Background: an optimization exercise with open tools, aiming at small area. Do not read the settings as production practice.
Function was checked by simulation only, so behaviour that the tests miss may differ from the original.
The flow treats the clock pin as an ideal source. Dropping or thinning the clock tree relies on that and would not hold on a real chip.
Power is estimated from default activity; no workload was simulated.

==> flow/design.v <==
module i2s_mask (
	input i2s_clk,  
	input i2s_data,     
	input [3:0] addr_x,
	input [3:0] addr_y,
	input rst_n,
	output reg[5:0] row_num,
	output led_clk,
	output led_data,
	output led_lat,
	output led_oe
	);
	reg data_ph;         
	reg [1:0] b;         
	reg [1:0] mlo;       
	reg m5;              
	reg [2:0] m42;       
	reg [3:0] c;
	reg [3:0] cw;
	reg [1:0] mwl;       
	reg [3:0] mwh;
	reg [3:0] nx;        
	reg [5:0] h;
	reg led_clk_en;
	wire [3:0] mhi = {m5, m42};
	assign led_clk = led_clk_en;
	assign led_data = i2s_data;
	assign led_oe = 1'b1;
	assign led_lat = ~data_ph & (mlo == 2'd0) & (b == 2'd1) & ~m5;
	wire blk_end = b[1] & ~b[0];
	wire c_wrap = (c == 4'd15);
	wire cw_wrap = (cw == 4'd15);
	wire row_end = blk_end & c_wrap;
	wire mhi_inc = data_ph & row_end & (mlo == 2'b10);
	wire frame_end = mhi_inc & (mhi == 4'd15);
	wire hdr_end = ~data_ph & blk_end & (mlo == 2'b10);
	wire [3:0] mhi_next = data_ph ? mhi + 4'd1 : {mhi[2:0], ~i2s_data};
	wire mhi_en = data_ph ? mhi_inc : (mlo == 2'd1);
	always @(posedge i2s_clk or negedge rst_n) begin
		if (~rst_n) begin
			data_ph <= 1'b0;
			b <= 2'd0;
			mlo <= 2'd0;
			m5 <= 1'b1;
			led_clk_en <= 1'b0;
			row_num <= 6'd0;
		end else begin
			b <= {b[0], ~b[1]};
			if (hdr_end) data_ph <= 1'b1;
			if (frame_end) data_ph <= 1'b0;
			if (data_ph ? row_end : blk_end) mlo <= {mlo[0], ~mlo[1]};
			if (mhi_en) m5 <= mhi_next[3];
			led_clk_en <= data_ph & cw_wrap & (mwh == 4'd15);
			if (frame_end) row_num <= h;
		end
	end
	always @(posedge i2s_clk) begin
		if (mhi_en) m42 <= mhi_next[2:0];
		if (data_ph) begin
			if (blk_end) begin
				c <= c_wrap ? nx : c + 4'd1;
				cw <= cw_wrap ? nx : cw + 4'd1;
				if (cw_wrap) begin
					mwl <= {mwl[0], ~mwl[1]};
					if (mwl == 2'b10) mwh <= mwh + 4'd1;
				end
			end
		end else begin
			h <= {h[4:0], i2s_data};
			if (mlo == 2'd0) nx <= {nx[2:0], ~i2s_data};
			c <= nx;
			cw <= ~addr_x;
			mwl <= 2'b00;
			mwh <= ~addr_y;
		end
	end
endmodule
module top(
	input i2s_clk,
	input i2s_data,
	input [3:0] addr_x,
	input [3:0] addr_y,
	input rst_n,
	output [5:0] row_num,
	output led_clk,
	output led_data,
	output led_lat,
	output led_oe
	);
	i2s_mask mask(
		.i2s_data(i2s_data),
		.i2s_clk(i2s_clk),
		.addr_x(addr_x),
		.addr_y(addr_y),
		.rst_n(rst_n),
		.row_num(row_num),
		.led_clk(led_clk),
		.led_data(led_data),
		.led_lat(led_lat),
		.led_oe(led_oe)
		);
endmodule
export LEC_CHECK = 0
export ABC_AREA = 1
export CAP_MARGIN = 20
export CORE_AREA = 2 2 59 59
export DIE_AREA = 0 0 61 61
export SLEW_MARGIN = 20
create_clock -name core_clock -period 8.0 [get_ports {i2s_clk}]
standard.sh (not shown) runs the stock make flow with config.mk's settings and CLKGATE_MAP_FILE= SYNTH_SCRIPT=/design/flow/synth_recipe.tcl, a recipe that flattens the netlist after the stock synthesis.
==> flow/flow/run.sh <==
#!/bin/bash
# Standard ORFS layout with these changes: the port buffers use the smallest
# buffer, and the clock tree is a few clock buffers placed at the centres of
# the registers they drive (flow/cts.tcl) instead of TritonCTS's H-tree.
# After floorplanning, OpenROAD's restructure re-maps the combinational logic
# for area (flow/restructure.tcl); registers are untouched.
# Before repair_design every cell is set to its smallest drive strength
# (flow/downsize.tcl); repair_design then sizes up what needs it.
set -e
export BUFFER_PORTS_ARGS="-buffer_cell sky130_fd_sc_hd__buf_1"
export PRE_CTS_TCL="$PWD/flow/cts.tcl"
export POST_FLOORPLAN_TCL="$PWD/flow/restructure.tcl"
export PRE_RESIZE_TCL="$PWD/flow/downsize.tcl"
export FLOW_CLK_NBUF=${FLOW_CLK_NBUF:-4}
export FLOW_CLK_BUF=${FLOW_CLK_BUF:-sky130_fd_sc_hd__clkbuf_4}
bash standard.sh > standard.log 2>&1
Other scripts of this flow, unchanged in this note and not shown: flow/flow/cts.tcl, flow/flow/downsize.tcl, flow/flow/restructure.tcl
The starting point finished clean.
Rerun with:
--- a/flow/design.v
+++ b/flow/design.v
@@ -54,24 +54,23 @@
 			if (frame_end) row_num <= h;
 		end
 	end
+	wire c_load = ~data_ph | (blk_end & c_wrap);
+	wire cw_load = ~data_ph | (blk_end & cw_wrap);
+	wire mwh_inc = data_ph & blk_end & cw_wrap & (mwl == 2'b10);
+	wire [3:0] c_tog = {4{blk_end}} & {&c[2:0], &c[1:0], c[0], 1'b1};
+	wire [3:0] cw_tog = {4{blk_end}} & {&cw[2:0], &cw[1:0], cw[0], 1'b1};
+	wire [3:0] mwh_tog = {4{mwh_inc}} & {&mwh[2:0], &mwh[1:0], mwh[0], 1'b1};
 	always @(posedge i2s_clk) begin
 		if (mhi_en) m42 <= mhi_next[2:0];
+		c <= c_load ? nx : c ^ c_tog;
+		cw <= cw_load ? (data_ph ? nx : ~addr_x) : cw ^ cw_tog;
+		mwh <= data_ph ? mwh ^ mwh_tog : ~addr_y;
 		if (data_ph) begin
-			if (blk_end) begin
-				c <= c_wrap ? nx : c + 4'd1;
-				cw <= cw_wrap ? nx : cw + 4'd1;
-				if (cw_wrap) begin
-					mwl <= {mwl[0], ~mwl[1]};
-					if (mwl == 2'b10) mwh <= mwh + 4'd1;
-				end
-			end
+			if (blk_end & cw_wrap) mwl <= {mwl[0], ~mwl[1]};
 		end else begin
 			h <= {h[4:0], i2s_data};
 			if (mlo == 2'd0) nx <= {nx[2:0], ~i2s_data};
-			c <= nx;
-			cw <= ~addr_x;
 			mwl <= 2'b00;
-			mwh <= ~addr_y;
 		end
 	end
 endmodule
=> Clock power rises by 3.0%; design area falls by 4.7%; power rises by about 20%; maximum frequency falls by about 1.1%; area after synthesis hardly moves; combinational power rises to 7.3 times its value; wire length hardly moves; setup slack is worse by 41 ps; first-iteration DRC count falls by 22%.
In every run of this note, the design's own scripts or RTL, not TritonCTS, make the clock network.

========
Starts from the design.v that is shown in full above.
Settings: LEC_CHECK=0, CAP_MARGIN=20, CORE_AREA=2 2 59 59, DIE_AREA=0 0 61 61, SLEW_MARGIN=20; clock period 8.0 ns.
==> flow/flow/run.sh <==
#!/bin/bash
# Standard ORFS layout with two changes: the port buffers use the smallest
# buffer, and the clock tree is a few clock buffers placed at the centres of
# the registers they drive (flow/cts.tcl) instead of TritonCTS's H-tree.
# Before repair_design every cell is set to its smallest drive strength
# (flow/downsize.tcl); repair_design then sizes up what needs it.
set -e
export BUFFER_PORTS_ARGS="-buffer_cell sky130_fd_sc_hd__buf_1"
export PRE_CTS_TCL="$PWD/flow/cts.tcl"
export PRE_RESIZE_TCL="$PWD/flow/downsize.tcl"
export FLOW_CLK_NBUF=${FLOW_CLK_NBUF:-4}
export FLOW_CLK_BUF=${FLOW_CLK_BUF:-sky130_fd_sc_hd__clkbuf_4}
bash standard.sh > standard.log 2>&1
Other scripts of this flow, unchanged in this note and not shown: flow/flow/cts.tcl, flow/flow/downsize.tcl
Next try:
==> flow/design.v (replaced) <==
module i2s_mask (
	input i2s_clk,  
	input i2s_data,     
	input [3:0] addr_x,
	input [3:0] addr_y,
	input rst_n,
	output reg[5:0] row_num,
	output led_clk,
	output led_data,
	output led_lat,
	output led_oe
	);
	reg data_ph;         
	reg [1:0] b;         
	reg [1:0] mlo;       
	reg m5;              
	reg [2:0] m42;       
	reg [3:0] c;
	reg [3:0] cw;
	reg [5:0] mw;
	reg [3:0] nx;
	reg [5:0] h;
	reg led_clk_en;
	wire [3:0] mhi = {m5, m42};
	assign led_clk = led_clk_en;
	assign led_data = i2s_data;
	assign led_oe = 1'b1;
	assign led_lat = ~data_ph & (mlo == 2'd3) & (b == 2'd1) & m5;
	wire blk_end = b[1] & b[0];
	wire c_zero = (c == 4'd0);
	wire cw_zero = (cw == 4'd0);
	wire row_end = blk_end & c_zero;
	wire mhi_dec = data_ph & row_end & (mlo == 2'd0);
	wire frame_end = mhi_dec & (mhi == 4'd0);
	wire hdr_end = ~data_ph & blk_end & (mlo == 2'd0);
	wire [3:0] mhi_next = data_ph ? mhi - 4'd1 : {mhi[2:0], i2s_data};
	wire mhi_en = data_ph ? mhi_dec : (mlo == 2'd2);
	always @(posedge i2s_clk or negedge rst_n) begin
		if (~rst_n) begin
			data_ph <= 1'b0;
			b <= 2'd0;
			mlo <= 2'b11;
			m5 <= 1'b0;
			led_clk_en <= 1'b0;
			row_num <= 6'd0;
		end else begin
			b <= b + 2'd1;
			if (hdr_end) data_ph <= 1'b1;
			if (frame_end) data_ph <= 1'b0;
			if (data_ph ? row_end : blk_end) mlo <= mlo - 2'd1;
			if (mhi_en) m5 <= mhi_next[3];
			led_clk_en <= data_ph & cw_zero & (mw[5:2] == 4'd0);
			if (frame_end) row_num <= h;
		end
	end
	always @(posedge i2s_clk) begin
		if (mhi_en) m42 <= mhi_next[2:0];
		if (data_ph) begin
			if (blk_end) begin
				c <= c_zero ? nx : c - 4'd1;
				cw <= cw_zero ? nx : cw - 4'd1;
				if (cw_zero) mw <= mw - 6'd1;
			end
		end else begin
			h <= {h[4:0], i2s_data};
			if (mlo == 2'd3) nx <= {nx[2:0], i2s_data};
			c <= nx;
			cw <= addr_x;
			mw <= {addr_y, 2'b11};
		end
	end
endmodule
module top(
	input i2s_clk,
	input i2s_data,
	input [3:0] addr_x,
	input [3:0] addr_y,
	input rst_n,
	output [5:0] row_num,
	output led_clk,
	output led_data,
	output led_lat,
	output led_oe
	);
	i2s_mask mask(
		.i2s_data(i2s_data),
		.i2s_clk(i2s_clk),
		.addr_x(addr_x),
		.addr_y(addr_y),
		.rst_n(rst_n),
		.row_num(row_num),
		.led_clk(led_clk),
		.led_data(led_data),
		.led_lat(led_lat),
		.led_oe(led_oe)
		);
endmodule
=> The changed run went through all stages and came out clean. Wire length rises by 12%. Global-route usage rose by 2.4 points. Clock skew is higher by 5.4 ps. Total power stays flat. Via count is higher by 10%. Clock power is higher by about 2%. Setup slack improves by 170 ps. Worst hold slack gets worse by 3.2 ps. Final area went up by 7.8%. Synthesized area is higher by 8.3%. Register-to-register slack is better by 180 ps. Synthesized cell count rises by 16%. Die area stays the same. Utilization climbs by 4.8 points.
In every run of this note, the design's own scripts or RTL, not TritonCTS, make the clock network.

========
top, a different RTL version from the one above (not shown whole).
Size in the first run: about 150 cells after synthesis, roughly 40 flip-flops, ~21 I/O pins.
==> module i2s_mask, before the edit <==
module i2s_mask (
	input i2s_clk,  
	input i2s_data,     
	input [3:0] addr_x,
	input [3:0] addr_y,
	input rst_n,
	output reg[5:0] row_num,
	output led_clk,
	output led_data,
	output led_lat,
	output led_oe
	);
	reg data_ph;         
	reg [1:0] b;         
	reg [1:0] mlo;       
	reg m5;              
	reg [2:0] m42;       
	reg [3:0] c;
	reg [3:0] cw;
	reg [5:0] mw;
	reg [3:0] nx;        
	reg [5:0] h;
	reg led_clk_en;
	wire [3:0] mhi = {m5, m42};
	assign led_clk = led_clk_en;
	assign led_data = i2s_data;
	assign led_oe = 1'b1;
	assign led_lat = ~data_ph & (mlo == 2'd0) & (b == 2'd1) & ~m5;
	wire blk_end = b[1] & b[0];
	wire c_wrap = (c == 4'd15);
	wire cw_wrap = (cw == 4'd15);
	wire row_end = blk_end & c_wrap;
	wire mhi_inc = data_ph & row_end & (mlo == 2'd3);
	wire frame_end = mhi_inc & (mhi == 4'd15);
	wire hdr_end = ~data_ph & blk_end & (mlo == 2'd3);
	wire [3:0] mhi_next = data_ph ? mhi + 4'd1 : {mhi[2:0], ~i2s_data};
	wire mhi_en = data_ph ? mhi_inc : (mlo == 2'd1);
	always @(posedge i2s_clk or negedge rst_n) begin
		if (~rst_n) begin
			data_ph <= 1'b0;
			b <= 2'd0;
			mlo <= 2'd0;
			m5 <= 1'b1;
			led_clk_en <= 1'b0;
			row_num <= 6'd0;
		end else begin
			b <= b + 2'd1;
			if (hdr_end) data_ph <= 1'b1;
			if (frame_end) data_ph <= 1'b0;
			if (data_ph ? row_end : blk_end) mlo <= mlo + 2'd1;
			if (mhi_en) m5 <= mhi_next[3];
			led_clk_en <= data_ph & cw_wrap & (mw[5:2] == addr_y);
			if (frame_end) row_num <= h;
		end
	end
	always @(posedge i2s_clk) begin
		if (mhi_en) m42 <= mhi_next[2:0];
		if (data_ph) begin
			if (blk_end) begin
				c <= c_wrap ? nx : c + 4'd1;
				cw <= cw_wrap ? nx : cw + 4'd1;
				if (cw_wrap) mw <= mw + 6'd1;
			end
		end else begin
			h <= {h[4:0], i2s_data};
			if (mlo == 2'd0) nx <= {nx[2:0], ~i2s_data};
			c <= nx;
			cw <= ~addr_x;
			mw <= 6'd0;
		end
	end
endmodule
clock: 8.0 ns
lec_check: 0
cap_margin: 20
core_area: 2 2 59 59
die_area: 0 0 61 61
slew_margin: 20
Scripts as last shown in full above: flow/flow/run.sh
Other scripts of this flow, unchanged in this note and not shown: flow/flow/cts.tcl, flow/flow/downsize.tcl
Rerun with:
--- a/flow/design.v
+++ b/flow/design.v
@@ -50,5 +50,5 @@
 			if (data_ph ? row_end : blk_end) mlo <= mlo + 2'd1;
 			if (mhi_en) m5 <= mhi_next[3];
-			led_clk_en <= data_ph & cw_wrap & (mw[5:2] == addr_y);
+			led_clk_en <= data_ph & cw_wrap & (mw[5:2] == 4'd15);
 			if (frame_end) row_num <= h;
 		end
@@ -67,5 +67,5 @@
 			c <= nx;
 			cw <= ~addr_x;
-			mw <= 6'd0;
+			mw <= {~addr_y, 2'b00};
 		end
 	end
After rerunning:
- worst setup slack improves by 0.027 ns
- die area does not change
- wire length went down by a little under a tenth
- via count went down by a few percent
- cell area fell slightly
- clock skew is about the same
- combinational power shrinks by about a fifth
- utilization goes down by 0.33 points
- critical path depth is unchanged
- synthesized cell count is unchanged
- maximum frequency goes up slightly
- worst hold slack is better by 0.0073 ns
- register-to-register slack gets worse by 0.25 ns
In every run of this note, the design's own scripts or RTL, not TritonCTS, make the clock network.

afterwards: timing with drivers on the ports:
How much do the figures lean on ideal ports? The routed layouts below were timed once more, with nothing changed but the port constraints. Step 1: set_driving_cell puts a clkbuf_16 on i2s_clk and a buf_2 on each other input, an assumption about the parent block. Step 2 adds t to the input delays and takes it off the output delays; t is the mean of the earliest and latest rising clock arrival at the registers after step 1. Input paths then give back, and output paths get back, about the clock's delay inside the block. a / b / c = ideal ports / drivers / drivers and shift; a / b = the first two.
run	t (ns)	setup WS [ns]	worst setup path after step 2
the first run of note 1	0.199	4.478 / 4.457 / 4.457	input to output
the second run of note 1	0.202	4.437 / 4.414 / 4.414	input to output
the first run of note 2	0.203	4.328 / 4.286 / 4.475	input to output
the second run of note 2	0.207	4.494 / 4.473 / 4.473	input to output
the first run of note 3	0.205	4.470 / 4.449 / 4.449	input to output
the second run of note 3	0.208	4.497 / 4.474 / 4.474	input to output
After both steps setup and hold are still met in every run listed.
